This design comes from an exercise in tuning for small area, a short achievable clock period and few clock cycles per item on the open sky130 flow, not from production work.
Only simulation tests tie the RTL to the original design; equivalence was not proved.
Power figures rest on the tool's default switching activity, not on a simulated workload.

==> flow/design.v (outline; a module is shown in full before it is edited, if it fits) <==
// module Ascii2Nt: 21 lines
// module Nt2Param: 19 lines
// module DP_BRAM: 65 lines
// module DIR_MEM: 27 lines
// module mux_1OfN: 25 lines
// module GACTX_NWPE: 350 lines
// module GACTX_BTLogic: 235 lines
// module GACTX_ArrayTop: 993 lines
// module gactx_tile: 67 lines
module gactx_tile (
    input         clk,
    input         rst,
    input         start,
    input  [155:0] in_param,
    input         reverse_ref_in,
    input         reverse_query_in,
    input         complement_ref_in,
    input         complement_query_in,
    input  [3:0]  ref_length,
    input  [3:0]  query_length,
    output [3:0]  ref_bram_rd_addr,
    input  [7:0]  ref_bram_data_in,
    output [3:0]  query_bram_rd_addr,
    input  [7:0]  query_bram_data_in,
    input  [11:0] y_in,
    input         start_last,
    output [11:0] max_score,
    output [3:0]  H_offset,
    input  [3:0]  max_H_offset,
    output [3:0]  V_offset,
    input  [3:0]  max_V_offset,
    output [3:0]  ref_max_score_pos,
    output [3:0]  query_max_score_pos,
    output [7:0]  num_tb_steps,
    output [1:0]  dir,
    output        dir_valid,
    output        done
);
  // ...
==> flow/flow/run.sh <==
#!/bin/bash
set -euo pipefail
bash standard.sh SETUP_SLACK_MARGIN=5.8 finish > flow_make.log 2>&1
==> flow/standard.sh <==
#!/bin/bash
# synth_recipe.tcl (not shown) runs the flow's synth.tcl, then flattens the netlist and writes it again
# the make line also repeats each setting of config.mk as NAME=value (left out here)
make -C /OpenROAD-flow-scripts/flow DESIGN_CONFIG=/design/flow/config.mk WORK_HOME=/design/flow/orfs CLKGATE_MAP_FILE= SYNTH_SCRIPT=/design/flow/synth_recipe.tcl "${@:-finish}"
==> flow/config.mk <==
export PLATFORM = sky130hd
export DESIGN_NAME = gactx_tile
export DESIGN_NICKNAME = gactx_tile
export VERILOG_FILES = /design/flow/design.v
export SDC_FILE = /design/flow/constraint.sdc
export NUM_CORES = 4
export LEC_CHECK = 0
export CAP_MARGIN = 20
export CORE_MARGIN = 2
export CORE_UTILIZATION = 55
export SLEW_MARGIN = 20
==> flow/constraint.sdc <==
create_clock -name core_clock -period 10.0 [get_ports {clk}]
set_input_delay 2.0000 -clock core_clock [delete_from_list [all_inputs] [get_ports {clk}]]
set_output_delay 2.0000 -clock core_clock [all_outputs]
set_load 0.01 [all_outputs]
==> impl_metrics.ini, run 1 <==
[cells_and_area]
regArea_mm2 = 0.0616
nNonClkInverters = 707
clkbuf_count = 316
clock_area_frac = 0.0547
drive_gt1_frac = 0.206
seq_share = 0.417
final_cells = 14700
multiInputGateArea_mm2 = 0.0624

[setup_path]
worst_path_max_delay_cell = edfxtp_1
reg2regPathDepth = 25
crit_cells = 25
cp-endpoint = u_array.pe_gen[2].inst_nwpe.V[1]$_SDFFE_PP0P_
crit_required_ns = 10.71

[min_path]
hp-start = u_array.stop_pos_dpbram.mem[5]$_SDFFE_PP0P_

[synth]
synth_area_leaders = edfxtp_1 40%, dfxtp_1 9.9%, ha_1 8.5%, mux4_2 6.9%, mux2i_1 3.4%
ys_types = 101
synth-edff-count = 1640
async_reset_ff_frac = 0

[timing]
period_needed_ns = 4.71
finClkSkew_ns = 0.0948

[global_route]
grt_util_met1 = 0.488
antenna_found_initial = 33
grt_busiest_layer = met2

[route]
wl_um = 428000
drc_errors = 0

[status]
status = complete, no violations

[floorplan]
rows = 174
tap_cells = 2992

[placement]
portBuffers = 253
place_ws_ns = 3.83
Testbench counts, summed over its fixed seeds: cycles 13,033, tiles 192.
==> module GACTX_NWPE, before the edit <==
module GACTX_NWPE #(
    parameter WIDTH = 10,
    parameter REF_WIDTH = 10,
    parameter BT_BRAM_ADDR_WIDTH = 10,
    parameter QUERY_LEN_WIDTH = 10,
    parameter LOG_NUM_PE = 2,
    parameter PE_ID = 0
)(
    input  clk,                      
    input  rst,                      
    input [13*WIDTH-1:0] in_param,
    input [3:0] q_nt_in,
    input q_zero_in,
    input [WIDTH-1:0] gap_open_in,
    input [WIDTH-1:0] gap_extend_in,
    input [WIDTH-1:0] y_in,
    input set_param,
    input  [WIDTH-1:0] V_in,         
    input  [WIDTH-1:0] M_in,         
    input  [WIDTH-1:0] F_in,         
    input  [WIDTH-1:0] E_in,         
    input  [2:0] T_in,               
    input  [2:0] T_nxt,              
    input  init_in,                  
    input  [WIDTH-1:0] init_V,       
    input  [WIDTH-1:0] init_E,       
    input  [WIDTH-1:0] init_M,       
    input start_final,
    input [BT_BRAM_ADDR_WIDTH-1:0] max_ref_pos_in,
    input [BT_BRAM_ADDR_WIDTH-1:0] max_ref_mod_in,
    input [QUERY_LEN_WIDTH-1:0] max_query_mod_in,
    input [QUERY_LEN_WIDTH-1:0] max_stripe_num_in,
    input [LOG_NUM_PE-1:0] max_query_pos_in,
    input [1:0] max_pe_state_in,
    input last_query_sent,
    input compute_max_in,
    input compute_global_max_in,
    input last,
    input last_in,
    input [WIDTH-1:0] global_max_in,
    input [WIDTH-1:0] max_with_y,
    input [REF_WIDTH-1:0] start_pos,
    input [REF_WIDTH-1:0] stop_pos,
    input [REF_WIDTH-1:0] ref_length,
    input [QUERY_LEN_WIDTH-1:0] query_length,
    input start_increment,
    input start_transmit_in,
    input [BT_BRAM_ADDR_WIDTH-1:0] current_position,
    output wire [WIDTH-1:0] global_max_out,
    output reg [BT_BRAM_ADDR_WIDTH-1:0] max_ref_pos_out,
    output reg [BT_BRAM_ADDR_WIDTH-1:0] max_ref_mod_out,
    output reg [LOG_NUM_PE-1:0] max_query_pos_out,
    output reg [QUERY_LEN_WIDTH-1:0] max_query_mod_out,
    output reg [1:0] max_pe_state_out,
    output reg [QUERY_LEN_WIDTH-1:0] max_stripe_num_out,
    output [WIDTH-1:0] cm_V_next,
    output [BT_BRAM_ADDR_WIDTH-1:0] cm_ref_pos_next,
    output [BT_BRAM_ADDR_WIDTH-1:0] cm_ref_mod_next,
    output [LOG_NUM_PE-1:0] cm_query_pos_next,
    output [QUERY_LEN_WIDTH-1:0] cm_query_mod_next,
    output [1:0] cm_pe_state_next,
    output [QUERY_LEN_WIDTH-1:0] cm_stripe_num_next,
    output reg start_transmit_out,
    output reg compute_max_out,
    output reg compute_global_max_out,
    output reg last_out,
    output wire [WIDTH-1:0] V_out,        
    output wire [WIDTH-1:0] E_out,        
    output wire [WIDTH-1:0] F_out,        
    output wire [WIDTH-1:0] M_out,        
    output wire [WIDTH-1:0] Fg_out,       
    output wire [WIDTH-1:0] Mg_out,       
    output wire [2:0] T_out,              
    output wire [2:0] T_nxt_out,          
    output wire init_out,                 
    output reg dir_valid,
    output wire [BT_BRAM_ADDR_WIDTH-1:0] dir_addr, 
    output reg signed [3:0] dir, 
    output wire max_with_y_out,
    output reg [REF_WIDTH-1:0] curr_ref_mod
    );
    localparam ZERO=0, MATCH=3, VER=1, HOR=2;
    reg [2:0] T;
    reg signed [WIDTH-1:0] V_diag;
    reg signed [WIDTH-1:0] F_diag;
    reg signed [WIDTH-1:0] E_diag;
    reg signed [WIDTH-1:0] V;
    reg signed [WIDTH-1:0] M;
    reg signed [WIDTH-1:0] F;
    reg signed [WIDTH-1:0] Mg;
    reg signed [WIDTH-1:0] Eg;
    reg signed [WIDTH-1:0] Fg;
    reg signed [WIDTH-1:0] rew;
    reg signed [WIDTH-1:0] rew_nxt;
    reg signed [WIDTH-1:0] max_V;
    reg store_S;
    reg init;
    reg reg_last;
    reg [BT_BRAM_ADDR_WIDTH-1:0] curr_ref_pos;
    reg [QUERY_LEN_WIDTH-1:0] stripe_num;
    reg [QUERY_LEN_WIDTH-1:0] curr_query_mod;
    reg [REF_WIDTH-1:0] curr_start_pos;
    reg [REF_WIDTH-1:0] prev_start_pos;
    reg [3:0] q_nt;
    reg q_zero;
    wire [4*WIDTH-1:0] q_param;
    Nt2Param #(
        .PE_WIDTH(WIDTH)
    ) q_nt2param (
        .nt(q_nt),
        .in_param(in_param),
        .out_param(q_param)
    );
    wire signed [WIDTH-1:0] sub_A = q_zero ? {WIDTH{1'b0}} : q_param[4*WIDTH-1-:WIDTH];
    wire signed [WIDTH-1:0] sub_C = q_zero ? {WIDTH{1'b0}} : q_param[3*WIDTH-1-:WIDTH];
    wire signed [WIDTH-1:0] sub_G = q_zero ? {WIDTH{1'b0}} : q_param[2*WIDTH-1-:WIDTH];
    wire signed [WIDTH-1:0] sub_T = q_zero ? {WIDTH{1'b0}} : q_param[WIDTH-1:0];
    wire signed [WIDTH-1:0] sub_N = in_param[3*WIDTH-1-:WIDTH];
    wire signed [WIDTH-1:0] gap_open = gap_open_in;
    wire signed [WIDTH-1:0] gap_extend = gap_extend_in;
    reg signed [WIDTH-1:0] match_score;
    reg signed [WIDTH-1:0] match_scoreF;
    reg signed [WIDTH-1:0] match_scoreE;
    reg signed [WIDTH-1:0] match_scoreV;
    reg signed [WIDTH-1:0] new_E;
    reg signed [WIDTH-1:0] new_M;
    reg signed [WIDTH-1:0] new_F;
    reg signed [WIDTH-1:0] new_V;
    reg [3:0] new_dir;
    reg signed [WIDTH-1:0] global_max_out_reg;
    reg [1:0] pe_state;
    reg [1:0] last_pe_state;
    reg compute_global_max_in_reg;
    reg stop_last_query_sent;
    assign global_max_out = global_max_out_reg;
    assign V_out = V;
    assign M_out = M;
    assign E_out = {WIDTH{1'b0}};
    assign Mg_out = Mg;
    assign Fg_out = Fg;
    assign F_out = F;
    assign T_out = T;
    assign T_nxt_out = (rst || set_param) ? T : T_in;
    assign init_out = init;
    assign store_S_out = store_S;
    assign dir_addr = curr_ref_pos-1;
    always @(*) begin
        case (T_nxt)
            3'b000 : rew_nxt = sub_N;
            3'b001 : rew_nxt = sub_A;
            3'b010 : rew_nxt = sub_C;
            3'b011 : rew_nxt = sub_G;
            3'b100 : rew_nxt = sub_T;
            default : rew_nxt = 0;
        endcase
    end
    always @(posedge clk) begin
        rew <= rew_nxt;
    end
    reg signed [WIDTH-1:0] ga, gb, gc, gd;
    reg e_sel, f_sel;
    reg m_ge_E, m_ge_F, F_ge_E;
    reg signed [WIDTH-1:0] new_Eg, new_Fg, new_Mg;
    always @(*) begin
        ga = Mg;         
        gb = Eg;         
        gc = M_in;       
        gd = F_in;       
        match_score = V_diag + rew;
        new_Mg = V_diag + rew + gap_open;
        e_sel  = (ga >= gb);
        f_sel  = (gc >= gd);
        new_E = e_sel ? ga : gb;
        new_F = f_sel ? gc : gd;
        new_Eg = new_E + gap_extend;
        new_Fg = new_F + gap_extend;
        new_dir[3] = e_sel;
        new_dir[2] = f_sel;
        m_ge_E = (match_score >= new_E);
        m_ge_F = (match_score >= new_F);
        F_ge_E = (new_F >= new_E);
        if (m_ge_E && m_ge_F) begin
            new_V = match_score;
            pe_state = MATCH;
            new_dir[1:0] = 3;
        end
        else if (F_ge_E) begin
            new_V = new_F;
            pe_state = VER;
            new_dir[1:0] = 1;
        end
        else begin
            new_V = new_E;
            pe_state = HOR;
            new_dir[1:0] = 2;
        end
    end
    always @(posedge clk) begin
        if (!rst && !set_param && init_in)
            last_pe_state <= pe_state;
    end
    wire maxV_ge_Vin = ($signed(max_V) >= $signed(V_in));
    wire gin_ge_V = ($signed(global_max_in) >= $signed(V));
    wire cm_take_in = ((!maxV_ge_Vin) || (last_in == 1'b1)) && (reg_last == 1'b0);
    wire cm_keep_V = ((maxV_ge_Vin) || (reg_last == 1'b1)) && (last_in == 1'b0);
    assign cm_V_next = cm_keep_V ? max_V : V_in;
    assign cm_query_pos_next = cm_keep_V ? PE_ID : max_query_pos_in;
    assign cm_ref_pos_next = cm_take_in ? max_ref_pos_in : max_ref_pos_out;
    assign cm_ref_mod_next = cm_take_in ? max_ref_mod_in : max_ref_mod_out;
    assign cm_query_mod_next = cm_take_in ? max_query_mod_in : max_query_mod_out;
    assign cm_pe_state_next = cm_take_in ? max_pe_state_in : max_pe_state_out;
    assign cm_stripe_num_next = cm_take_in ? max_stripe_num_in : max_stripe_num_out;
    always @(posedge clk) begin
        if (rst) begin
            max_ref_pos_out <= 0;
            max_ref_mod_out <= 0;
            max_query_mod_out <= 0;
            max_pe_state_out <= 0;
            max_V <= 0;
            max_stripe_num_out <= 0;
        end
        else if ((init == 1'b1) && ((reg_last == 1'b1) || (stop_last_query_sent==0 &&  $signed(V) >= $signed(max_V)))) begin
            max_ref_pos_out <= curr_ref_pos - 1;
            max_ref_mod_out <= curr_ref_mod - 1;
            max_query_mod_out <= curr_query_mod - 1;
            max_pe_state_out <= last_pe_state;
            max_V <= V;
            max_stripe_num_out <= stripe_num;
        end
        else if (compute_max_in) begin
            if (((!maxV_ge_Vin) || (last_in == 1'b1)) && (reg_last == 1'b0)) begin
                max_ref_pos_out <= max_ref_pos_in;
                max_ref_mod_out <= max_ref_mod_in;
                max_query_mod_out <= max_query_mod_in;
                max_pe_state_out <= max_pe_state_in;
                max_stripe_num_out <= max_stripe_num_in;
            end
        end
    end
    always @(posedge clk) begin
        if (rst) begin
            T <= 0;
            V_diag <= 0;
            F_diag <= 0;
            E_diag <= 0;
            V <= 0;
            store_S <= 0;
            init <= 0;
            dir <= 0;
            dir_valid <= 0;
            curr_ref_pos <= 0;
            curr_ref_mod <= 0;
            prev_start_pos <= 0;
            curr_start_pos <= 0;
            curr_query_mod <= 0;
            max_query_pos_out <= PE_ID;
            compute_max_out <= 0;
            compute_global_max_out <= 0;
            reg_last <= 0;
            stripe_num <= -1;
            stop_last_query_sent <= 0;
        end 
        else if (set_param) begin
            q_nt <= q_nt_in;
            q_zero <= q_zero_in;
            reg_last <= last;
            init <= 0; 
            dir_valid <= 0;
            curr_start_pos <= start_pos;
            prev_start_pos <= curr_start_pos;
            curr_ref_pos <= current_position;
            curr_ref_mod <= start_pos;
            curr_query_mod <= curr_query_mod + 1;
            V <= init_V;
            Eg <= init_E + gap_extend_in;
            Mg <= init_M + gap_open_in;
            stop_last_query_sent <= last_query_sent;
            stripe_num <= stripe_num +1;
            F_diag <= (2'b11) << (WIDTH-2);
            E_diag <= (2'b11) << (WIDTH-2);
            if((curr_query_mod==0 && PE_ID==0)) begin
                V_diag <= init_V - gap_open_in;
            end
            else if(start_pos == 0) begin
                V_diag <= init_V - gap_extend_in;
            end
            else begin
                V_diag <= (2'b11) << (WIDTH-2);
            end
        end 
        else begin
            init <= init_in;
            T <= T_in;
            compute_max_out <= compute_max_in;
            compute_global_max_out <= compute_global_max_in;
            last_out <= (reg_last | last_in);
            compute_global_max_in_reg <= compute_global_max_in;
            start_transmit_out <= start_transmit_in;
            if (init_in) begin
                Eg <= new_Eg;
                Fg <= new_Fg;
                Mg <= new_Mg;
                F <= new_F;
                M <= match_score;
                V_diag <= V_in;
                F_diag <= F_in;
                E_diag <= E_in;
                V <= new_V;
                dir <= new_dir;
                dir_valid <= 1;
                curr_ref_mod <= curr_ref_mod + 1;
                curr_ref_pos <= curr_ref_pos +1;
            end 
            else if (compute_max_in) begin
                if ((((maxV_ge_Vin) || (reg_last == 1'b1))) && (last_in == 1'b0)) begin
                    V <= max_V;
                    max_query_pos_out <= PE_ID;
                end
                else begin
                    max_query_pos_out <= max_query_pos_in;
                    V <= V_in; 
                end
                dir_valid <= 0;
            end 
            else begin
                dir_valid <= 0;
            end
        end
    end
    generate
        assign max_with_y_out = ($signed(V) >= $signed(max_with_y)) ? 1 : 0;
    endgenerate
    always@(posedge clk) begin
        if(rst) begin
            global_max_out_reg <= 0;
        end
        else if (!set_param) begin
            if(compute_global_max_in ==1) begin
                if(gin_ge_V && $signed(global_max_in) > $signed(global_max_out)) begin
                    global_max_out_reg <= global_max_in;
                end
                else begin
                    if($signed(global_max_out) < $signed(V) && !gin_ge_V) begin
                        global_max_out_reg <= V;
                    end
                end
            end
        end
    end
endmodule
==> inputs of run 2 (changes only) <==
--- a/flow/design.v
+++ b/flow/design.v
@@ -314,6 +314,28 @@
     always @(posedge clk) begin
         rew <= rew_nxt;
     end
+    function sge;
+        input [WIDTH-1:0] a;
+        input [WIDTH-1:0] b;
+        reg [WIDTH-1:0] x, y;
+        reg [WIDTH-1:0] g, e;
+        integer i, s;
+        begin
+            x = {~a[WIDTH-1], a[WIDTH-2:0]};
+            y = {~b[WIDTH-1], b[WIDTH-2:0]};
+            g = x & ~y;
+            e = ~(x ^ y);
+            for (s = 1; s < WIDTH; s = s * 2) begin
+                for (i = WIDTH-1; i >= 0; i = i - 1) begin
+                    if (i - s >= 0) begin
+                        g[i] = g[i] | (e[i] & g[i-s]);
+                        e[i] = e[i] & e[i-s];
+                    end
+                end
+            end
+            sge = g[WIDTH-1] | e[WIDTH-1];
+        end
+    endfunction
     reg signed [WIDTH-1:0] ga, gb, gc, gd;
     reg e_sel, f_sel;
     reg m_ge_E, m_ge_F, F_ge_E;
@@ -325,17 +347,17 @@
         gd = F_in;       
         match_score = V_diag + rew;
         new_Mg = V_diag + rew + gap_open;
-        e_sel  = (ga >= gb);
-        f_sel  = (gc >= gd);
+        e_sel  = sge(ga, gb);
+        f_sel  = sge(gc, gd);
         new_E = e_sel ? ga : gb;
         new_F = f_sel ? gc : gd;
         new_Eg = new_E + gap_extend;
         new_Fg = new_F + gap_extend;
         new_dir[3] = e_sel;
         new_dir[2] = f_sel;
-        m_ge_E = (match_score >= new_E);
-        m_ge_F = (match_score >= new_F);
-        F_ge_E = (new_F >= new_E);
+        m_ge_E = sge(match_score, new_E);
+        m_ge_F = sge(match_score, new_F);
+        F_ge_E = sge(new_F, new_E);
         if (m_ge_E && m_ge_F) begin
             new_V = match_score;
             pe_state = MATCH;
==> run 2 against run 1 <==
Effect of this change: highest routed layer unchanged; utilization fell by 0.40 points; fmax fell by 0.35%; critical path type unchanged; hold slack got worse by 0.077 ns; critical endpoint is now u_array.pe_gen[0].inst_nwpe.V[9]$_SDFFE_PP0P_; worst setup slack got worse by 0.017 ns; power fell by 30%; still clean; cell area fell by 0.42%; first-iteration DRC count barely moved.
==> impl_metrics.ini, run 2 <==
[status]
status = complete, no violations

[cells_and_area]
regMostFlops = u_array.bram_gen.bt_dp_bram.mem
drive_gt1_frac = 0.189
most-common-layout-cells = 1640 x edfxtp_1, 912 x nand2_1, 817 x ha_1, 674 x nor2_1, 655 x inv_1
final_core_util = 0.654
syn_to_final_growth_pct = 18.1
finalNetCount = 12700
final_common_cell = edfxtp_1
largest_register_ffs = 768
reg_top3 = u_array.bram_gen.bt_dp_bram.mem (768), u_array.VMF_dpbram.mem (540)

[synth]
avgSynthCellArea_um2 = 11.4
synth_top_cell_by_area = edfxtp_1
ys_top_cells_by_count = 1640 x edfxtp_1, 935 x nand2_1, 872 x ha_1, 721 x nor2_1, 693 x inv_1
yosys.cell_count.top_type = edfxtp_1
ys.flop_type = edfxtp_1
synth_area_leaders = edfxtp_1 40%, dfxtp_1 9.9%, ha_1 8.8%, mux4_2 7.0%, mux2i_1 3.8%
synth_area_mm2 = 0.125
ys_types = 101
syn_nets = 12100
async_reset_ff_frac = 0
synthCells = 11000
yosysSeqAreaShare = 0.494
synth-edff-count = 1640
ys_ff_latch = 2255
synth_top_area_frac = 0.395
yosys_warnings = 17

[cts]
worstSkewPairLatency_ns = 0.95
clk_pin_slew_ns = 0.06
htree_levels = 4
cts_root_buffer = clkbuf_16
cts_buffer_depth = 3
tritoncts = yes
cts.sinks = 2255
numCtsBuffers = 230

[floorplan]
ioPinCount = 256
die_h_um = 480
rows = 174
die_area_mm2 = 0.230
core_mm2 = 0.225
initial_core_util = 0.554
die_x_um = 480

[setup_path]
cp-start-kind = flip-flop
crit_type = reg2reg
timing.rr.start = u_array.pe_gen[0].inst_nwpe.Mg[0]$_DFFE_PP_
cp_max_fo = 7
critPathLaunch = u_array.pe_gen[0].inst_nwpe.Mg[0]$_DFFE_PP_
worstSetupEndpointType = flip-flop
crit_required_ns = 10.71
worstPathArrival_ns = 5.44

[timing]
rsz0062_at_grt = yes
post-route-period-util = 0.473
clock.fmax_mhz = 211
finClkSkew_ns = 0.123
slew_headroom = 0.131
period_needed_ns = 4.73
setup_viol = 0
fin_setup_tns_ns = 0
hold_viol = 0
worstMarginPinSlew_ns = 1.28
drv_slew = 0

[placement]
dp_hpwl_um = 299000
gp_congestion = 1.00
portBuffers = 253

[run]
cap_violations = 0

[route]
vias = 96000
drc_errors = 0
ant_nets = 0
drt_iter0_drc = 10900
drtPass1Iterations = 6
vias_per_cell = 6.49
wl_um = 433000
wl_per_cell_um = 29.3

[power]
p_per_area_mw_per_mm2 = 207
p_leak_nw = 56.4
max-vdd-ir-drop_mv = 0.202

[global_route]
grt_pass1_vias = 92300
grt_usage = 0.365
grt_overflow_total = 0
antenna_found_initial = 28
grt_max_degree = 154
grt_pass1_wl_um = 621000

[min_path]
hp-class = reg2reg
hp-start = u_array.stop_pos_dpbram.mem[1]$_SDFFE_PP0P_
[run 2: cell types whose count changed after synthesis, moves of 32 or more]
| cell | change |
|---|---|
| nand2_1 | +163 |
| a21oi_1 | -109 |
| a21o_1 | -74 |
| o21ai_0 | +47 |
| mux2i_1 | +46 |
| xnor2_1 | -44 |
| a22o_1 | -41 |
| o221a_2 | -37 |
| o21bai_1 | -34 |
| mux2_2 | -32 |
[run 2: kinds of logic (layout without fill, tap and decap cells)]
| group | after synthesis | in the layout | share of synthesized area |
|---|---|---|---|
| adders and majority gates | 906 | 906 | 0.0929 |
| and+or+nand+nor | 2469 | 2472 | 0.0891 |
| AOI/OAI and AO/OA | 2705 | 2713 | 0.142 |
| other | 0 | 19 | 0 |
| buffers and inverters | 1320 | 2114 | 0.0403 |
| DFF | 2255 | 2255 | 0.494 |
| xor gates and xnor gates | 376 | 376 | 0.0264 |
| muxes | 938 | 938 | 0.115 |
[run 2: layout make-up]
| class | count | area, µm² |
|---|---|---|
| Antenna cell | 19 | 47.5 |
| Clock buffer | 303 | 6360 |
| Clock inverter | 136 | 1660 |
| Fill cell | 16900 | 77900 |
| Inverter | 699 | 2660 |
| Multi-Input combinational cell | 7405 | 62300 |
| Sequential cell | 2255 | 61600 |
| Tap cell | 2992 | 3740 |
| Timing Repair Buffer | 976 | 8910 |
[run 2: through the flow]
step	area, µm²	power (mW)	worst slack [ns]	std cells	hold WS, ns
2_1_floorplan	125000	16.5	5.48	11000	0.351
3_3_place_gp	131000	19.1	3.92	13900	0.366
3_5_place_dp	131000	19.3	3.88	13900	0.366
4_1_cts	144000	29.7	5.35	14600	0.302
5_1_grt	147000	31.7	5.13	14800	0.312
6_report	147000	30.5	5.27	14800	0.322
[run 2: final timing paths]
path                                                   end  slack [ns]  depth (start not counted)
min                         u_array.bt_stop_tab[1]$_DFF_P_        0.32                          0
max          u_array.pe_gen[0].inst_nwpe.V[9]$_SDFFE_PP0P_        5.27                         19
max reg2reg  u_array.pe_gen[0].inst_nwpe.V[9]$_SDFFE_PP0P_        5.27                         19
min reg2reg                 u_array.bt_stop_tab[1]$_DFF_P_        0.32                          0
[run 2: worst max-delay path, stage by stage (launching register included)]
cell	delay [ns]
edfxtp_1	0.42
ha_1	0.30
o21ai_1	0.13
nand2b_1	0.07
a21oi_1	0.15
o21ai_1	0.10
a221o_1	0.34
a31oi_4	0.19
buf_12	0.15
buf_4	0.16
mux2i_2	0.57
ha_1	0.37
a211oi_1	0.24
nand3_1	0.16
a221oi_4	0.30
buf_6	0.17
buf_8	0.14
nand2_2	0.08
o211ai_1	0.29
a311oi_1	0.16
[run 2: where the power goes]
| group | leakage, nW | internal, mW | total (mW) | switching (mW) |
|---|---|---|---|---|
| clock network | 3.88 | 5.10 | 9.01 | 3.91 |
| logic | 31.5 | 4.41 | 10.3 | 5.86 |
| registers | 21.0 | 10.7 | 11.2 | 0.502 |
| total | 56.4 | 20.2 | 30.5 | 10.3 |
[run 2: routing by layer]
layer	wire [µm]	GRT usage
met3	40900	0.0726
met2	194000	0.559
met5	64	0
met1	173000	0.496
met4	25700	0.186
[run 2: repair_timing]
action / CTS / global route
setup endpoints to repair: 230 / 220
hold buffers: 0 / 0
gates resized for setup: 576 / 341
gates cloned: 14 / 2
buffers inserted: 294 / 155
pin swaps: 200 / 251
Testbench counts of run 2, summed over its fixed seeds: cycles 13,033, tiles 192.
==> inputs of run 3 (changes only) <==
--- a/flow/config.mk
+++ b/flow/config.mk
@@ -8,4 +8,5 @@
 export CAP_MARGIN = 20
 export CORE_MARGIN = 2
 export CORE_UTILIZATION = 55
+export CTS_CLUSTER_SIZE = 30
 export SLEW_MARGIN = 20
==> run 3 against run 2 <==
Effect of this change: register-to-register slack about the same; wire length unchanged; power unchanged; clock power about the same; critical path depth unchanged; non-clock buffer count unchanged; worst setup slack unchanged; via count unchanged; final cell count unchanged; clock-buffer cell count unchanged.
==> impl_metrics.ini, run 3 <==
[status]
status = complete, no violations

[cts]
tritoncts = yes
cts_root_buffer = clkbuf_16
clk_pin_slew_ns = 0.06
htree_levels = 4
hold_buffers = 0
worstSkewPairLatency_ns = 0.95
cts.sinks = 2255
cts_buffer_depth = 3
numCtsBuffers = 230

[floorplan]
rows = 174
core_mm2 = 0.225
ioPinCount = 256
die_x_um = 480
initial_core_util = 0.554
die_area_mm2 = 0.230
die_h_um = 480

[setup_path]
worstSetupEndpointType = flip-flop
worstPathArrival_ns = 5.44
worst_path_max_delay_cell = mux2i_2
r2r_setup_slack_ns = 5.27
crit_required_ns = 10.71
r2r-end = u_array.pe_gen[0].inst_nwpe.V[9]$_SDFFE_PP0P_
max_stage_delay_ns = 0.57
timing.rr.start = u_array.pe_gen[0].inst_nwpe.Mg[0]$_DFFE_PP_
cp_max_fo = 7
reg2regPathDepth = 19
crit_type = reg2reg
crit_chain = ha_1 > o21ai_1 > nand2b_1 > a21oi_1 > o21ai_1 > a221o_1 > a31oi_4 > buf_12 > buf_4 > mux2i_2 > ha_1 > a211oi_1 > nand3_1 > a221oi_4 > buf_6 > buf_8 > nand2_2 > o211ai_1 > a311oi_1
cp-start-kind = flip-flop

[placement]
dp.cells = 13900
portBuffers = 253
gp_congestion = 1.00
place_ws_ns = 3.88
dp_hpwl_um = 299000

[timing]
period_needed_ns = 4.73
fin_ws_ns = 5.27
hold_viol = 0
rsz0062_at_grt = yes
setup_viol = 0
clock.fmax_mhz = 211
finClkSkew_ns = 0.123
fin_setup_tns_ns = 0
drv_slew = 0
post-route-period-util = 0.473
hold_ws_ns = 0.322
slew_headroom = 0.131
worstMarginPinSlew_ns = 1.28

[power]
pwr-share-seq = 0.368
swShare = 0.337
power.switching_mw = 10.3
p_leak_nw = 56.4
power.internal_mw = 20.2
p_per_area_mw_per_mm2 = 207
max-vdd-ir-drop_mv = 0.202
fin_total_pwr_mw = 30.5
power_frac_clock = 0.295
p_comb_frac = 0.337

[cells_and_area]
finalNetCount = 12700
regArea_mm2 = 0.0616
most-common-layout-cells = 1640 x edfxtp_1, 912 x nand2_1, 817 x ha_1, 674 x nor2_1, 655 x inv_1
nFillCells = 16900
regMostFlops = u_array.bram_gen.bt_dp_bram.mem
multiInputGateArea_mm2 = 0.0623
reg_top3 = u_array.bram_gen.bt_dp_bram.mem (768), u_array.VMF_dpbram.mem (540)
syn_to_final_growth_pct = 18.1
final_common_cell = edfxtp_1
drive_gt1_frac = 0.189
final_cells = 14800
largest_register_ffs = 768

[route]
drc_errors = 0
vias = 96000
drtPass1Iterations = 6
ant_nets = 0
vias_per_cell = 6.49
wl_per_cell_um = 29.3
drt_iter0_drc = 10900
wl_um = 433000

[global_route]
grt_max_degree = 154
grt_overflow_total = 0
grt_pass1_wl_um = 621000
grt_pass1_vias = 92300
antenna_found_initial = 28
grt_usage = 0.365

[run]
cap_violations = 0

[min_path]
worstHoldPathCells = 0
hp-class = reg2reg
min_to = u_array.bt_stop_tab[1]$_DFF_P_
hp-start = u_array.stop_pos_dpbram.mem[1]$_SDFFE_PP0P_

[synth]
synth_top_cell_by_area = edfxtp_1
avgSynthCellArea_um2 = 11.4
syn_nets = 12100
async_reset_ff_frac = 0
synth_area_leaders = edfxtp_1 40%, dfxtp_1 9.9%, ha_1 8.8%, mux4_2 7.0%, mux2i_1 3.8%
yosys.cell_count.top_type = edfxtp_1
ys_top_cells_by_count = 1640 x edfxtp_1, 935 x nand2_1, 872 x ha_1, 721 x nor2_1, 693 x inv_1
ys_types = 101
yosys_warnings = 17
synth_area_mm2 = 0.125
synth_top_area_frac = 0.395
ys_ff_latch = 2255
ys.flop_type = edfxtp_1
synth-edff-count = 1640
yosysSeqAreaShare = 0.494
synthCells = 11000
run 3: how the worst max path moves through the flow:
stage	from	end	slack (ns)
final	u_array.pe_gen[0].inst_nwpe.Mg[0]$_DFFE_PP_	u_array.pe_gen[0].inst_nwpe.V[9]$_SDFFE_PP0P_	5.27
after global routing	u_array.pe_gen[0].inst_nwpe.Mg[1]$_DFFE_PP_	u_array.pe_gen[0].inst_nwpe.V[9]$_SDFFE_PP0P_	5.13
after CTS	u_array.pe_gen[0].inst_nwpe.Mg[0]$_DFFE_PP_	u_array.pe_gen[0].inst_nwpe.V[11]$_SDFFE_PP0P_	5.35
after detailed placement	u_array.Mg_in_0[0]$_DFFE_PP_	u_array.pe_gen[0].inst_nwpe.V[9]$_SDFFE_PP0P_	3.88
after global placement	u_array.Mg_in_0[0]$_DFFE_PP_	u_array.pe_gen[0].inst_nwpe.V[9]$_SDFFE_PP0P_	3.92
after floorplan	rst	u_array.VMF_dpbram.mem[144]$_DFFE_PP_	5.48
run 3: cells by family after synthesis:
kind of cell	count (synthesis)	synth area share
muxes	938	0.115
xor gates and xnor gates	376	0.0264
AOI/OAI and AO/OA	2705	0.142
and+or+nand+nor	2469	0.0891
DFF	2255	0.494
buffers and inverters	1320	0.0403
adders and majority gates	906	0.0929
run 3: layout make-up:
| cell class | instances | share of cell area |
|---|---|---|
| multi-input combinational | 7405 | 0.423 |
| sequential | 2255 | 0.418 |
| timing repair buffer | 976 | 0.0605 |
| clock buffer | 303 | 0.0432 |
| tap | 2992 | 0.0254 |
| inverter | 699 | 0.0181 |
| clock inverter | 136 | 0.0113 |
| antenna | 19 | 0.000323 |
run 3: metal layers:
| layer | vias up | track usage | share of wire |
|---|---|---|---|
| li1 | 42400 | - | - |
| met4 | 10 | 0.186 | 0.059 |
| met2 | 5003 | 0.559 | 0.45 |
| met5 | - | 0 | 0.00015 |
| met3 | 1090 | 0.0726 | 0.094 |
| met1 | 47500 | 0.496 | 0.40 |
run 3: timing repair:
| action | 4_1_cts | 5_1_grt |
|---|---|---|
| pin swaps | 200 | 251 |
| gates cloned | 14 | 2 |
| gates resized for setup | 576 | 341 |
| endpoints found under the setup margin | 230 | 220 |
| setup buffers | 294 | 155 |
run 3: stage by stage:
stage                      util  area (µm²)
after CTS                 0.641      144000
after detailed placement  0.582      131000
after floorplan               -      125000
after global placement    0.582      131000
final                     0.654      147000
after global routing      0.654      147000
run 3: critical path: cells and delay by family (launching register included):
kind            cells  cell delay, ns
compound gates      9            1.90
fa+ha+maj           2            0.67
buf+inv             4            0.62
mux                 1            0.57
flops               1            0.42
simple gates        3            0.31
run 3: power groups by stage:
stage | clock (mW) | combinational, mW | sequential, mW
2_1_floorplan | 0 | 5.32 | 11.2
3_3_place_gp | 0 | 7.69 | 11.4
3_5_place_dp | 0 | 7.86 | 11.4
4_1_cts | 9.09 | 9.36 | 11.2
5_1_grt | 9.45 | 11.0 | 11.3
6_report | 9.01 | 10.3 | 11.2
==> inputs of run 4 (changes only) <==
--- a/flow/config.mk
+++ b/flow/config.mk
@@ -8,5 +8,6 @@
 export CAP_MARGIN = 20
 export CORE_MARGIN = 2
 export CORE_UTILIZATION = 55
-export CTS_CLUSTER_SIZE = 30
+export CTS_CLUSTER_DIAMETER = 110
+export CTS_CLUSTER_SIZE = 20
 export SLEW_MARGIN = 20
==> run 4 against run 3 <==
Effect of this change: utilization fell by 1.7 points; power is 9.7% lower; worst setup slack better by 0.024 ns; sequential share of layout area grew 1.1 points; clock power fell by 34%; critical endpoint is now u_array.pe_gen[0].inst_nwpe.V[5]$_SDFFE_PP0P_; largest cell class unchanged; highest routed layer unchanged.
==> impl_metrics.ini, run 4 <==
[setup_path]
max_stage_delay_ns = 0.49
worst_path_max_delay_cell = mux2i_2
timing.rr.start = u_array.Mg_in_0[0]$_DFFE_PP_
crit_type = reg2reg
cp-start-kind = flip-flop
critPathLaunch = u_array.Mg_in_0[0]$_DFFE_PP_
crit_required_ns = 10.74
cp_max_fo = 5
r2r_setup_slack_ns = 5.30
r2r-end = u_array.pe_gen[0].inst_nwpe.V[5]$_SDFFE_PP0P_
path_common_cell = buf_4
crit_chain = ha_1 > o21a_1 > o21a_1 > o21ai_2 > a21oi_2 > o211ai_1 > buf_4 > nand2_8 > buf_4 > mux2i_2 > inv_1 > ha_1 > a211oi_1 > nand3_1 > a221oi_4 > buf_4 > buf_6 > mux2i_4 > a221oi_2 > nor3_1
worstSetupEndpointType = flip-flop
worstPathArrival_ns = 5.45
reg2regPathDepth = 20

[cts]
cts_root_buffer = clkbuf_16
hold_buffers = 0
cts.sinks = 2255
worstSkewPairLatency_ns = 0.89
numCtsBuffers = 134
htree_levels = 4
tritoncts = yes
clk_pin_slew_ns = 0.10
cts_buffer_depth = 3

[route]
vias = 95300
ant_nets = 0
drtPass1Iterations = 8
vias_per_cell = 6.55
wl_per_cell_um = 29.6
drt_iter0_drc = 11000
wl_um = 431000
drc_errors = 0

[min_path]
hp-start = u_array.stop_pos_dpbram.mem[1]$_SDFFE_PP0P_
hp-class = reg2reg
worstHoldPathCells = 0
min_to = u_array.bt_stop_tab[1]$_DFF_P_

[synth]
synth_area_leaders = edfxtp_1 40%, dfxtp_1 9.9%, ha_1 8.8%, mux4_2 7.0%, mux2i_1 3.8%
synthMuxAreaShare = 0.115
synth_top_family_by_area = compound AO/OA/AOI/OAI gates
yosys.cell_count.top_type = edfxtp_1
syn_nets = 12100
async_reset_ff_frac = 0
synth_compound_area_frac = 0.142
synth_xor_area_frac = 0.0264
synthAdderAreaFrac = 0.0929
synth_top_cell_by_area = edfxtp_1
synthCells = 11000
ys_top_cells_by_count = 1640 x edfxtp_1, 935 x nand2_1, 872 x ha_1, 721 x nor2_1, 693 x inv_1
synth_top_area_frac = 0.395
synth-edff-count = 1640
ys.flop_type = edfxtp_1
ys_types = 101
yosys.area_share.simple = 0.0891
yosysSeqAreaShare = 0.494
avgSynthCellArea_um2 = 11.4
yosys_warnings = 17
ys_ff_latch = 2255
synth_area_mm2 = 0.125

[timing]
worstMarginPinSlew_ns = 1.21
fin_setup_tns_ns = 0
slew_headroom = 0.189
fin_ws_ns = 5.30
rsz0062_at_grt = yes
finClkSkew_ns = 0.105
clock.fmax_mhz = 213
drv_slew = 0
setup_viol = 0
period_needed_ns = 4.70
post-route-period-util = 0.470
hold_viol = 0

[placement]
portBuffers = 253
gp_congestion = 1.00
dp_hpwl_um = 299000
place_ws_ns = 3.88
dp.cells = 13900

[cells_and_area]
regMostFlops = u_array.bram_gen.bt_dp_bram.mem
syn_to_final_growth_pct = 15.1
most-common-layout-cells = 1640 x edfxtp_1, 916 x nand2_1, 806 x ha_1, 670 x nor2_1, 650 x inv_1
finalNetCount = 12600
largest_register_ffs = 768
final_cells = 14600
final_common_cell = edfxtp_1
reg_top3 = u_array.bram_gen.bt_dp_bram.mem (768), u_array.VMF_dpbram.mem (540)
nFillCells = 17400
drive_gt1_frac = 0.175

[floorplan]
initial_core_util = 0.554
rows = 174
ioPinCount = 256
die_x_um = 480
core_mm2 = 0.225
die_h_um = 480
die_area_mm2 = 0.230

[global_route]
grt_max_degree = 154
antenna_found_initial = 27
grt_overflow_total = 0
grt_pass1_wl_um = 616000
grt_usage = 0.362
grt_pass1_vias = 91100

[power]
max-vdd-ir-drop_mv = 0.215
p_leak_nw = 54.5
p_per_area_mw_per_mm2 = 192

[status]
status = complete, no violations

[run]
cap_violations = 0
==> run 4: logic make-up after synthesis <==
| kind of cell | count (synthesis) |
|---|---|
| fa+ha+maj | 906 |
| xor+xnor | 376 |
| mux | 938 |
| simple gates | 2469 |
| buf+inv | 1320 |
| compound gates | 2705 |
| flops | 2255 |
==> run 4: per-stage QoR <==
stage | total power, mW | cell area, µm² | util | hold WS (ns)
5_1_grt | 28.7 | 144000 | 0.638 | 0.366
3_5_place_dp | 19.3 | 131000 | 0.582 | 0.366
2_1_floorplan | 16.5 | 125000 | - | 0.351
4_1_cts | 26.5 | 140000 | 0.624 | 0.358
3_3_place_gp | 19.1 | 131000 | 0.582 | 0.366
6_report | 27.5 | 144000 | 0.638 | 0.373
==> run 4: worst max path at each step <==
stage                                                          endpoint  cells past startpoint
after floorplan                   u_array.VMF_dpbram.mem[144]$_DFFE_PP_                      4
after global placement    u_array.pe_gen[0].inst_nwpe.V[9]$_SDFFE_PP0P_                     19
after detailed placement  u_array.pe_gen[0].inst_nwpe.V[9]$_SDFFE_PP0P_                     19
after CTS                 u_array.pe_gen[0].inst_nwpe.V[7]$_SDFFE_PP0P_                     22
after global routing      u_array.pe_gen[0].inst_nwpe.V[7]$_SDFFE_PP0P_                     21
final                     u_array.pe_gen[0].inst_nwpe.V[5]$_SDFFE_PP0P_                     20
==> run 4: per-layer routing <==
metal  wire, µm  track usage
met5         67      0.00352
met4      25000        0.175
met3      40900       0.0736
met2     193000        0.555
met1     172000        0.494
==> run 4: layout make-up <==
class | instances | area, µm² | share of cell area
clock buffers | 201 | 3630 | 0.0253
clock inverters | 24 | 541 | 0.00377
multi-input cells | 7406 | 62500 | 0.435
inverters | 699 | 2660 | 0.0185
flip-flops and latches | 2255 | 61600 | 0.429
well taps | 2992 | 3740 | 0.0261
diodes | 18 | 45.0 | 0.000314
repair buffers | 969 | 8820 | 0.0614
==> run 4: power breakdown <==
group | switching, mW | internal (mW) | total, mW
Sequential | 0.503 | 10.7 | 11.2
Combinational | 5.91 | 4.47 | 10.4
Clock | 3.31 | 2.64 | 5.94
==> run 4: critical path, delay by kind of cell (launching register included) <==
| kind | cells | cell delay, ns |
|---|---|---|
| AND/OR/NAND/NOR | 3 | 0.44 |
| multiplexers | 2 | 0.81 |
| buffers and inverters | 5 | 0.92 |
| adder cells (fa/ha/maj) | 2 | 0.57 |
| AO/OA/AOI/OAI | 8 | 1.43 |
| flip-flops | 1 | 0.41 |
==> run 4: timing repair <==
item                                    in CTS  in global routing
resized for setup                          570                352
cloned                                      12                  3
endpoints found under the setup margin     219                236
pin swaps                                  227                252
setup buffers                              297                147
==> inputs of run 5 (changes only) <==
--- a/flow/config.mk
+++ b/flow/config.mk
@@ -7,7 +7,7 @@
 export LEC_CHECK = 0
 export CAP_MARGIN = 20
 export CORE_MARGIN = 2
-export CORE_UTILIZATION = 55
+export CORE_UTILIZATION = 60
 export CTS_CLUSTER_DIAMETER = 110
 export CTS_CLUSTER_SIZE = 20
 export SLEW_MARGIN = 20
==> run 5 against run 4 <==
Effect of this change: register-to-register slack got worse by 0.31 ns; clock-buffer cell count unchanged; sequential share of layout area grew 0.23 points; wire length fell by 2.4%; flip-flop and latch count unchanged.
==> impl_metrics.ini, run 5 <==
[placement]
place_ws_ns = 3.32
gp_congestion = 1.03
portBuffers = 253
dp_hpwl_um = 287000
dp.cells = 13600

[setup_path]
cp_max_fo = 8
worstPathArrival_ns = 5.72
crit_required_ns = 10.70
r2r_setup_slack_ns = 4.98
crit_type = reg2reg
worstSetupEndpointType = flip-flop
cp-start-kind = flip-flop

[global_route]
grt_pass1_vias = 90800
grt_overflow_total = 0
grt_util_met1 = 0.510
antenna_found_initial = 25
grt_pass1_wl_um = 598000
grt_max_degree = 161
grt_busiest_layer = met2
grt_util_met2 = 0.586
met3_usage = 0.0917
grt_usage = 0.384

[status]
status = complete, no violations

[synth]
syn_nets = 12100
avgSynthCellArea_um2 = 11.4
synth_top_cell_by_area = edfxtp_1
synth-edff-count = 1640
ys.flop_type = edfxtp_1
ys_ff_latch = 2255
synth_top_area_frac = 0.395
ys_types = 101
yosys_warnings = 17
yosys.cell_count.top_type = edfxtp_1
ys_top_cells_by_count = 1640 x edfxtp_1, 935 x nand2_1, 872 x ha_1, 721 x nor2_1, 693 x inv_1
synth_area_leaders = edfxtp_1 40%, dfxtp_1 9.9%, ha_1 8.8%, mux4_2 7.0%, mux2i_1 3.8%
synthCells = 11000
async_reset_ff_frac = 0
yosysSeqAreaShare = 0.494
synth_area_mm2 = 0.125

[floorplan]
ioPinCount = 256
rows = 167
core_mm2 = 0.207
die_x_um = 460
initial_core_util = 0.603
die_area_mm2 = 0.211
die_h_um = 460

[cells_and_area]
syn_to_final_growth_pct = 14.5
final_common_cell = edfxtp_1
largest_register_ffs = 768
regMostFlops = u_array.bram_gen.bt_dp_bram.mem
final_core_util = 0.690
final_cells = 14300
reg_top3 = u_array.bram_gen.bt_dp_bram.mem (768), u_array.VMF_dpbram.mem (540)
nFillCells = 14900
drive_gt1_frac = 0.173
most-common-layout-cells = 1640 x edfxtp_1, 916 x nand2_1, 809 x ha_1, 673 x nor2_1, 657 x inv_1
finalNetCount = 12600

[timing]
rsz0062_at_grt = yes
post-route-period-util = 0.502
setup_viol = 0
clock.fmax_mhz = 199
period_needed_ns = 5.02
fin_setup_tns_ns = 0
fin_ws_ns = 4.98
slew_headroom = 0.123
hold_viol = 0
worstMarginPinSlew_ns = 1.29
finClkSkew_ns = 0.107
drv_slew = 0

[power]
max-vdd-ir-drop_mv = 0.254
p_per_area_mw_per_mm2 = 190
p_leak_nw = 54.4

[cts]
cts_buffer_depth = 3
worstSkewPairLatency_ns = 0.89
tritoncts = yes
numCtsBuffers = 132
cts.sinks = 2255
clk_pin_slew_ns = 0.10
cts_root_buffer = clkbuf_16
htree_levels = 4
hold_buffers = 0

[route]
wl_per_cell_um = 29.5
drtPass1Iterations = 10
ant_nets = 0
drc_errors = 0
wl_um = 420000
drt_iter0_drc = 11600
vias_per_cell = 6.71
vias = 95700

[run]
cap_violations = 0

[min_path]
hp-class = reg2reg
-- run 5: cell count changes in the layout (fill, tap and decap cells not counted), sizes merged, moves of 2 or more --
| cell | delta |
|---|---|
| buf | -6 |
| bufbuf | +3 |
| clkbuf | -2 |
| clkdlybuf4s50 | +3 |
| clkinv | -5 |
| clkinvlp | +3 |
| dlymetal6s2s | -2 |
| inv | -3 |
| nand2 | +2 |
-- run 5: per-layer routing --
metal,wire [µm],up-vias,share of wire
met5,172,-,0.00041
met4,27500,16,0.065
met3,44200,1261,0.11
met2,186000,5265,0.44
met1,162000,47200,0.39
li1,-,42000,-
-- run 5: cells by family after synthesis --
logic type | Yosys count | share of synthesized area
simple gates | 2469 | 0.0891
flops | 2255 | 0.494
fa+ha+maj | 906 | 0.0929
compound gates | 2705 | 0.142
mux | 938 | 0.115
xor+xnor | 376 | 0.0264
buf+inv | 1320 | 0.0403
-- run 5: power breakdown --
group | internal, mW | switching (mW) | total, mW
combinational | 4.39 | 5.72 | 10.1
sequential | 10.7 | 0.517 | 11.2
clock | 2.58 | 3.23 | 5.81
-- run 5: per-stage QoR --
stage	area, µm²	power [mW]	hold slack [ns]
CTS	140000	26.0	0.378
finish	143000	27.1	0.371
global placement	131000	18.9	0.365
detailed placement	131000	19.1	0.372
global route	143000	28.2	0.389
floorplan	125000	16.5	0.351
-- run 5: cell type report --
cell class              instances  area (µm²)  area share
multi-input cells            7409       62300       0.436
repair buffers                964        8810      0.0617
flip-flops and latches       2255       61600       0.432
clock inverters                19         384     0.00269
inverters                     699        2670      0.0187
well taps                    2704        3380      0.0237
clock buffers                 201        3590      0.0252
diodes                         19        47.5    0.000333
-- run 5: timing repair --
| item | in CTS | in global routing |
|---|---|---|
| resized for setup | 545 | 360 |
| pin swaps | 222 | 244 |
| buffers inserted | 280 | 168 |
| cloned | 18 | 4 |
| endpoints found under the setup margin | 180 | 196 |
-- run 5: final timing paths --
path,startpoint,depth (start not counted),end
worst max-delay path,u_array.pe_gen[1].inst_nwpe.Fg[2]$_DFFE_PP_,20,u_array.pe_gen[2].inst_nwpe.V[3]$_SDFFE_PP0P_
worst min-delay path,u_array.stop_pos_dpbram.mem[2]$_SDFFE_PP0P_,0,u_array.bt_stop_tab[2]$_DFF_P_
worst max register to register,u_array.pe_gen[1].inst_nwpe.Fg[2]$_DFFE_PP_,20,u_array.pe_gen[2].inst_nwpe.V[3]$_SDFFE_PP0P_
worst min register to register,u_array.stop_pos_dpbram.mem[2]$_SDFFE_PP0P_,0,u_array.bt_stop_tab[2]$_DFF_P_
-- run 5: worst max-delay path: stages (launching register included) --
cell and delay [ns]:
edfxtp_1 0.38, inv_1 0.14, ha_1 0.27, nor3_2 0.33, nor4_4 0.11, a22o_2 0.29
o21ai_4 0.25, and2_4 0.21, ha_4 0.20, o211ai_1 0.42, a21oi_4 0.12, a211oi_4 0.19
buf_6 0.16, a221oi_2 0.06, mux2_4 0.30, o311ai_4 0.08, buf_6 0.16, a31o_4 0.23
and2_4 0.26, o211ai_1 0.30, a221oi_1 0.34
==> inputs of run 6 (changes only) <==
==> flow/flow/run.sh (replaced) <==
#!/bin/bash
set -euo pipefail
bash standard.sh SETUP_SLACK_MARGIN=5.5 finish > flow_make.log 2>&1
--- a/flow/config.mk
+++ b/flow/config.mk
@@ -5,9 +5,9 @@
 export SDC_FILE = /design/flow/constraint.sdc
 export NUM_CORES = 4
 export LEC_CHECK = 0
-export CAP_MARGIN = 20
+export CAP_MARGIN = 30
 export CORE_MARGIN = 2
-export CORE_UTILIZATION = 60
+export CORE_UTILIZATION = 55
 export CTS_CLUSTER_DIAMETER = 110
 export CTS_CLUSTER_SIZE = 20
 export SLEW_MARGIN = 20
==> run 6 against run 5 <==
Effect of this change: still clean; sequential share of layout area is 0.64 points higher; first-iteration DRC count down 7.2%; power shrank 0.92%; utilization fell by 6.5 points; critical path depth down 3; wire length is 2.4% higher; clock power up 2%; flip-flop and latch count did not move; non-clock buffer count fell by 164; sequential power is essentially flat; synthesized area stayed put; fmax increased by 2.1%; critical path type unchanged; critical endpoint is now u_array.pe_gen[0].inst_nwpe.V[5]$_SDFFE_PP0P_.
==> impl_metrics.ini, run 6 <==
[min_path]
min_to = u_array.bt_stop_tab[2]$_DFF_P_
hp-class = reg2reg
hp-start = u_array.stop_pos_dpbram.mem[2]$_SDFFE_PP0P_
worstHoldPathCells = 0

[floorplan]
die_x_um = 480
die_h_um = 480
die_area_mm2 = 0.230
ioPinCount = 256
core_mm2 = 0.225
rows = 174
initial_core_util = 0.554

[cts]
hold_buffers = 0
numCtsBuffers = 134
tritoncts = yes
cts.sinks = 2255
worstSkewPairLatency_ns = 0.89
cts_buffer_depth = 3
htree_levels = 4
cts_root_buffer = clkbuf_16
clk_pin_slew_ns = 0.10

[route]
drt_iter0_drc = 10800
wl_per_cell_um = 29.9
vias = 94400
ant_nets = 0
drc_errors = 0
wl_um = 430000
drtPass1Iterations = 13
vias_per_cell = 6.56

[synth]
avgSynthCellArea_um2 = 11.4
synth_top_cell_by_area = edfxtp_1
synthCells = 11000
syn_nets = 12100
yosys.cell_count.top_type = edfxtp_1
ys_ff_latch = 2255
async_reset_ff_frac = 0
yosys_warnings = 17
synth_area_mm2 = 0.125
synth-edff-count = 1640
ys_top_cells_by_count = 1640 x edfxtp_1, 935 x nand2_1, 872 x ha_1, 721 x nor2_1, 693 x inv_1
ys.flop_type = edfxtp_1
yosysSeqAreaShare = 0.494
synth_area_leaders = edfxtp_1 40%, dfxtp_1 9.9%, ha_1 8.8%, mux4_2 7.0%, mux2i_1 3.8%
synth_top_area_frac = 0.395
ys_types = 101

[timing]
hold_viol = 0
worstMarginPinSlew_ns = 1.04
setup_viol = 0
rsz0062_at_grt = yes
finClkSkew_ns = 0.0774
fin_setup_tns_ns = 0
slew_headroom = 0.303
clock.fmax_mhz = 203
period_needed_ns = 4.92
post-route-period-util = 0.492
drv_slew = 0

[run]
cap_violations = 0

[power]
max-vdd-ir-drop_mv = 0.180
p_leak_nw = 53.4
p_per_area_mw_per_mm2 = 191

[setup_path]
cp-start-kind = flip-flop
path_common_cell = ha_1
cpLargestDelayFamily = compound AO/OA/AOI/OAI gates
path_buf_inv = 3
crit_required_ns = 10.75
reg2regPathDepth = 17
r2r_setup_slack_ns = 5.08
cp_max_fo = 6
timing.rr.start = u_array.pe_gen[0].inst_nwpe.Mg[3]$_DFFE_PP_
crit_type = reg2reg
worst_path_max_delay_cell = mux2i_2
worstPathArrival_ns = 5.67
max_stage_delay_ns = 0.69
r2r-end = u_array.pe_gen[0].inst_nwpe.V[5]$_SDFFE_PP0P_
worstSetupEndpointType = flip-flop
crit_chain = ha_1 > a21o_1 > a21oi_1 > o21ai_2 > a221o_1 > a31oi_4 > bufbuf_16 > mux2i_2 > ha_1 > o211ai_1 > nand3_1 > a221oi_4 > buf_6 > buf_12 > mux2i_4 > a221oi_1 > nor3_1

[cells_and_area]
regArea_mm2 = 0.0616
final_common_cell = edfxtp_1
nFillCells = 17800
most-common-layout-cells = 1640 x edfxtp_1, 918 x nand2_1, 845 x ha_1, 681 x nor2_1, 669 x inv_1
final_core_util = 0.625
post-route-cell-area_mm2 = 0.141
drive_gt1_frac = 0.147
reg_top3 = u_array.bram_gen.bt_dp_bram.mem (768), u_array.VMF_dpbram.mem (540)
regMostFlops = u_array.bram_gen.bt_dp_bram.mem
final_cells = 14400
syn_to_final_growth_pct = 12.8
largest_register_ffs = 768
finalNetCount = 12400
multiInputGateArea_mm2 = 0.0611

[placement]
dp_hpwl_um = 301000
gp_congestion = 1.01
dp.cells = 13900
placed_area_mm2 = 0.131
portBuffers = 253

[status]
status = complete, no violations

[global_route]
grt_usage = 0.363
antenna_found_initial = 27
grt_pass1_vias = 89800
grt_max_degree = 174
grt_pass1_wl_um = 614000
grt_overflow_total = 0
[run 6: cell counts after synthesis]
No cell type changed its count.
[run 6: metal layers]
layer,global-route usage,wire [µm],vias up
met5,0.00331,149,-
met1,0.493,172000,47000
li1,-,-,41700
met4,0.172,23900,20
met3,0.0733,40100,1014
met2,0.561,194000,4628
[run 6: how the worst max path moves through the flow]
stage | slack [ns] | cells after the start | from | to
final | 5.08 | 17 | u_array.pe_gen[0].inst_nwpe.Mg[3]$_DFFE_PP_ | u_array.pe_gen[0].inst_nwpe.V[5]$_SDFFE_PP0P_
after global routing | 4.99 | 18 | u_array.pe_gen[0].inst_nwpe.Mg[10]$_DFFE_PP_ | u_array.pe_gen[0].inst_nwpe.V[3]$_SDFFE_PP0P_
after CTS | 5.29 | 21 | u_array.pe_gen[0].inst_nwpe.Mg[0]$_DFFE_PP_ | u_array.pe_gen[0].inst_nwpe.V[4]$_SDFFE_PP0P_
after detailed placement | 3.56 | 19 | u_array.pe_gen[1].inst_nwpe.Mg[11]$_DFFE_PP_ | u_array.pe_gen[2].inst_nwpe.V[7]$_SDFFE_PP0P_
after global placement | 3.73 | 18 | u_array.pe_gen[1].inst_nwpe.Mg[11]$_DFFE_PP_ | u_array.pe_gen[2].inst_nwpe.V[9]$_SDFFE_PP0P_
after floorplan | 5.48 | 4 | rst | u_array.VMF_dpbram.mem[144]$_DFFE_PP_
[run 6: kinds of logic (layout without fill, tap and decap cells)]
logic type / Yosys count / after routing / synth area share
flip-flops: 2255 / 2255 / 0.494
multiplexers: 938 / 938 / 0.115
AO/OA/AOI/OAI: 2705 / 2711 / 0.142
buffers and inverters: 1320 / 1729 / 0.0403
other: 0 / 16 / 0
AND/OR/NAND/NOR: 2469 / 2474 / 0.0891
adder cells (fa/ha/maj): 906 / 906 / 0.0929
XOR/XNOR: 376 / 376 / 0.0264
[run 6: report_power, final]
group | internal, mW | switching (mW)
logic | 4.09 | 5.65
clock network | 2.62 | 3.31
registers | 10.7 | 0.509
total | 17.4 | 9.47
[run 6: what timing repair did]
action / 4_1_cts / 5_1_grt
resized for setup: 278 / 330
gates cloned: 13 / 3
endpoints found under the setup margin: 140 / 126
setup buffers: 110 / 139
pin swaps: 68 / 175
[run 6: layout make-up]
| cell class | instances | area share |
|---|---|---|
| Clock inverter | 26 | 0.00389 |
| Sequential cell | 2255 | 0.438 |
| Timing Repair Buffer | 800 | 0.0526 |
| Antenna cell | 16 | 0.000285 |
| Inverter | 699 | 0.0188 |
| Clock buffer | 204 | 0.0257 |
| Tap cell | 2992 | 0.0266 |
| Multi-Input combinational cell | 7405 | 0.434 |
[run 6: per-stage QoR]
step           power [mW]  hold WS, ns  worst slack, ns
2_1_floorplan        16.5        0.351             5.48
3_5_place_dp         19.3        0.369             3.56
5_1_grt              28.0        0.389             4.99
3_3_place_gp         19.1        0.364             3.73
4_1_cts              26.0        0.380             5.29
6_report             26.9        0.381             5.08
==> inputs of run 7 (changes only) <==
==> flow/flow/run.sh (replaced) <==
#!/bin/bash
set -euo pipefail
bash standard.sh SETUP_SLACK_MARGIN=6.2 finish > flow_make.log 2>&1
--- a/flow/config.mk
+++ b/flow/config.mk
@@ -5,9 +5,10 @@
 export SDC_FILE = /design/flow/constraint.sdc
 export NUM_CORES = 4
 export LEC_CHECK = 0
-export CAP_MARGIN = 30
+export CAP_MARGIN = 20
 export CORE_MARGIN = 2
 export CORE_UTILIZATION = 55
 export CTS_CLUSTER_DIAMETER = 110
 export CTS_CLUSTER_SIZE = 20
 export SLEW_MARGIN = 20
+export TNS_END_PERCENT = 5
==> run 7 against run 6 <==
Effect of this change: synthesized cell count is the same; via count decreased by 0.14%; hold slack worse by 0.012 ns; largest cell class unchanged.
==> impl_metrics.ini, run 7 <==
[setup_path]
crit_required_ns = 10.72
worstPathArrival_ns = 5.44
worstSetupEndpointType = flip-flop
r2r_setup_slack_ns = 5.28
crit_type = reg2reg
cp-start-kind = flip-flop
reg2regPathDepth = 20
cp_max_fo = 7

[route]
drt_iter0_drc = 10900
vias = 94200
vias_per_cell = 6.56
ant_nets = 0
wl_per_cell_um = 29.7
drtPass1Iterations = 9
drc_errors = 0
wl_um = 426000

[min_path]
hp-class = reg2reg
worstHoldPathCells = 0

[cells_and_area]
most-common-layout-cells = 1640 x edfxtp_1, 920 x nand2_1, 836 x ha_1, 681 x nor2_1, 666 x inv_1
syn_to_final_growth_pct = 12.3
final_common_cell = edfxtp_1
reg_top3 = u_array.bram_gen.bt_dp_bram.mem (768), u_array.VMF_dpbram.mem (540)
finalNetCount = 12400
final_cells = 14400
regMostFlops = u_array.bram_gen.bt_dp_bram.mem
drive_gt1_frac = 0.144
largest_register_ffs = 768
post-route-cell-area_mm2 = 0.140

[synth]
synth_top_area_frac = 0.395
ys.flop_type = edfxtp_1
synth_area_leaders = edfxtp_1 40%, dfxtp_1 9.9%, ha_1 8.8%, mux4_2 7.0%, mux2i_1 3.8%
async_reset_ff_frac = 0
ys_types = 101
yosys_warnings = 17
ys_top_cells_by_count = 1640 x edfxtp_1, 935 x nand2_1, 872 x ha_1, 721 x nor2_1, 693 x inv_1
syn_nets = 12100
avgSynthCellArea_um2 = 11.4
yosysSeqAreaShare = 0.494
synth_area_mm2 = 0.125
ys_ff_latch = 2255
synthCells = 11000
synth_top_cell_by_area = edfxtp_1
yosys.cell_count.top_type = edfxtp_1
synth-edff-count = 1640

[floorplan]
die_h_um = 480
die_x_um = 480
die_area_mm2 = 0.230
initial_core_util = 0.554
core_mm2 = 0.225
ioPinCount = 256
rows = 174

[power]
max-vdd-ir-drop_mv = 0.192
p_per_area_mw_per_mm2 = 188
p_leak_nw = 53.1

[cts]
numCtsBuffers = 133
hold_buffers = 0
cts_root_buffer = clkbuf_16
tritoncts = yes
cts_buffer_depth = 3
cts.sinks = 2255
clk_pin_slew_ns = 0.09
htree_levels = 4
worstSkewPairLatency_ns = 0.86

[global_route]
grt_usage = 0.359
grt_pass1_vias = 89200
grt_max_degree = 137
grt_overflow_total = 0
antenna_found_initial = 26
grt_pass1_wl_um = 609000

[timing]
setup_viol = 0
fin_setup_tns_ns = 0
finClkSkew_ns = 0.0664
drv_slew = 0
slew_headroom = 0.109
hold_viol = 0
period_needed_ns = 4.72
rsz0062_at_grt = yes
clock.fmax_mhz = 212
post-route-period-util = 0.472
worstMarginPinSlew_ns = 1.32

[run]
cap_violations = 0

[status]
status = complete, no violations

[placement]
gp_congestion = 0.996
dp.cells = 13900
placed_area_mm2 = 0.131
portBuffers = 253
dp_hpwl_um = 299000
==> run 7: per-stage QoR <==
stage | total power, mW | setup WS (ns) | hold slack (ns) | utilization
CTS | 25.6 | 5.38 | 0.362 | 0.609
global route | 27.5 | 5.10 | 0.375 | 0.622
finish | 26.3 | 5.28 | 0.369 | 0.622
floorplan | 16.6 | 5.87 | 0.351 | -
global placement | 19.1 | 3.80 | 0.364 | 0.583
detailed placement | 19.3 | 3.80 | 0.368 | 0.583
==> run 7: worst max-delay path, stage by stage (launching register included) <==
cell	delay [ns]
edfxtp_1	0.48
ha_4	0.26
a21o_1	0.17
a21oi_2	0.16
o21ai_2	0.08
a221o_1	0.37
a31oi_4	0.19
buf_12	0.15
mux2i_4	0.33
ha_1	0.30
o21a_1	0.19
o21a_1	0.18
o21ai_2	0.12
a21oi_2	0.06
o211ai_1	0.18
nand3_1	0.16
a221oi_4	0.36
buf_6	0.17
buf_16	0.13
o211ai_1	0.24
a311oi_1	0.28
==> run 7: cell type report <==
| type | count | area (µm²) |
|---|---|---|
| clock buffers | 210 | 3660 |
| fillers | 17800 | 85100 |
| repair buffers | 766 | 6870 |
| inverters | 699 | 2650 |
| clock inverters | 20 | 377 |
| diodes | 17 | 42.5 |
| flip-flops and latches | 2255 | 61600 |
| well taps | 2992 | 3740 |
| multi-input cells | 7406 | 61100 |
==> run 7: timing repair <==
| action | CTS | global route |
|---|---|---|
| pin swaps | 58 | 159 |
| gates resized for setup | 195 | 301 |
| endpoints found under the setup margin | 409 | 486 |
| setup buffers | 86 | 157 |
| cloned | 11 | 4 |
==> run 7: metal layers <==
| layer | GRT usage | routed length, µm |
|---|---|---|
| met3 | 0.0636 | 39800 |
| met5 | 0 | 90 |
| met4 | 0.168 | 23500 |
| met1 | 0.496 | 172000 |
| met2 | 0.552 | 191000 |
==> run 7: power breakdown <==
| part | internal (mW) | switching (mW) |
|---|---|---|
| sequential | 10.7 | 0.527 |
| combinational | 3.83 | 5.42 |
| clock | 2.60 | 3.27 |
==> run 7: cell families (layout without fill, tap and decap cells) <==
| logic type | count (synthesis) | in the layout | share of synthesized area |
|---|---|---|---|
| buf+inv | 1320 | 1695 | 0.0403 |
| flops | 2255 | 2255 | 0.494 |
| mux | 938 | 938 | 0.115 |
| simple gates | 2469 | 2473 | 0.0891 |
| other cells | 0 | 17 | 0 |
| compound gates | 2705 | 2713 | 0.142 |
| fa+ha+maj | 906 | 906 | 0.0929 |
| xor+xnor | 376 | 376 | 0.0264 |
==> run 7: final timing paths <==
path,start,end
hold reg to reg,u_array.stop_pos_dpbram.mem[1]$_SDFFE_PP0P_,u_array.bt_stop_tab[1]$_DFF_P_
hold / removal,u_array.stop_pos_dpbram.mem[1]$_SDFFE_PP0P_,u_array.bt_stop_tab[1]$_DFF_P_
setup reg to reg,u_array.pe_gen[0].inst_nwpe.Mg[4]$_DFFE_PP_,u_array.pe_gen[0].inst_nwpe.V[11]$_SDFFE_PP0P_
setup / recovery,u_array.pe_gen[0].inst_nwpe.Mg[4]$_DFFE_PP_,u_array.pe_gen[0].inst_nwpe.V[11]$_SDFFE_PP0P_

-- separate check: timing with driven ports --
In the flow no input, the clock included, has a driving cell. The finished layouts below were timed again as built, in two steps.
Step 1: set_driving_cell puts a clkbuf_16 on clk and a buf_2 on each other input, an assumption about the parent block.
Step 2, shift: input delay + t, output delay - t, t = (earliest + latest rising clock arrival at the registers) / 2. This alone moves slack from input paths to output paths.
a / b / c = ideal / step 1 / step 2; a / b = the first two.
| run | shift t [ns] | setup WS [ns] | hold WS [ns] | worst register clock-pin slew, ns | pins driven straight from the clock port |
|---|---|---|---|---|---|
| run 1 | 0.989 | 5.288 / 5.288 / 4.921 | 0.399 / 0.399 / 0.399 | 0.07 / 0.07 | 1 |
| run 2 | 0.985 | 5.272 / 5.272 / 4.874 | 0.322 / 0.322 / 0.322 | 0.08 / 0.08 | 1 |
| run 3 | 0.985 | 5.272 / 5.272 / 4.874 | 0.322 / 0.322 / 0.322 | 0.08 / 0.08 | 1 |
| run 4 | 0.943 | 5.296 / 5.296 / 4.930 | 0.373 / 0.373 / 0.373 | 0.10 / 0.10 | 1 |
| run 5 | 0.936 | 4.982 / 4.982 / 4.877 | 0.371 / 0.371 / 0.371 | 0.10 / 0.10 | 1 |
| run 6 | 0.938 | 5.084 / 5.084 / 4.529 | 0.381 / 0.381 / 0.381 | 0.10 / 0.10 | 1 |
| run 7 | 0.922 | 5.280 / 5.280 / 4.400 | 0.369 / 0.369 / 0.369 | 0.10 / 0.10 | 1 |
After both steps setup and hold are still met in every run listed. The setup slack of run 7, which loses most, moves by 0.000 ns with the drivers and by -0.880 ns with both steps.
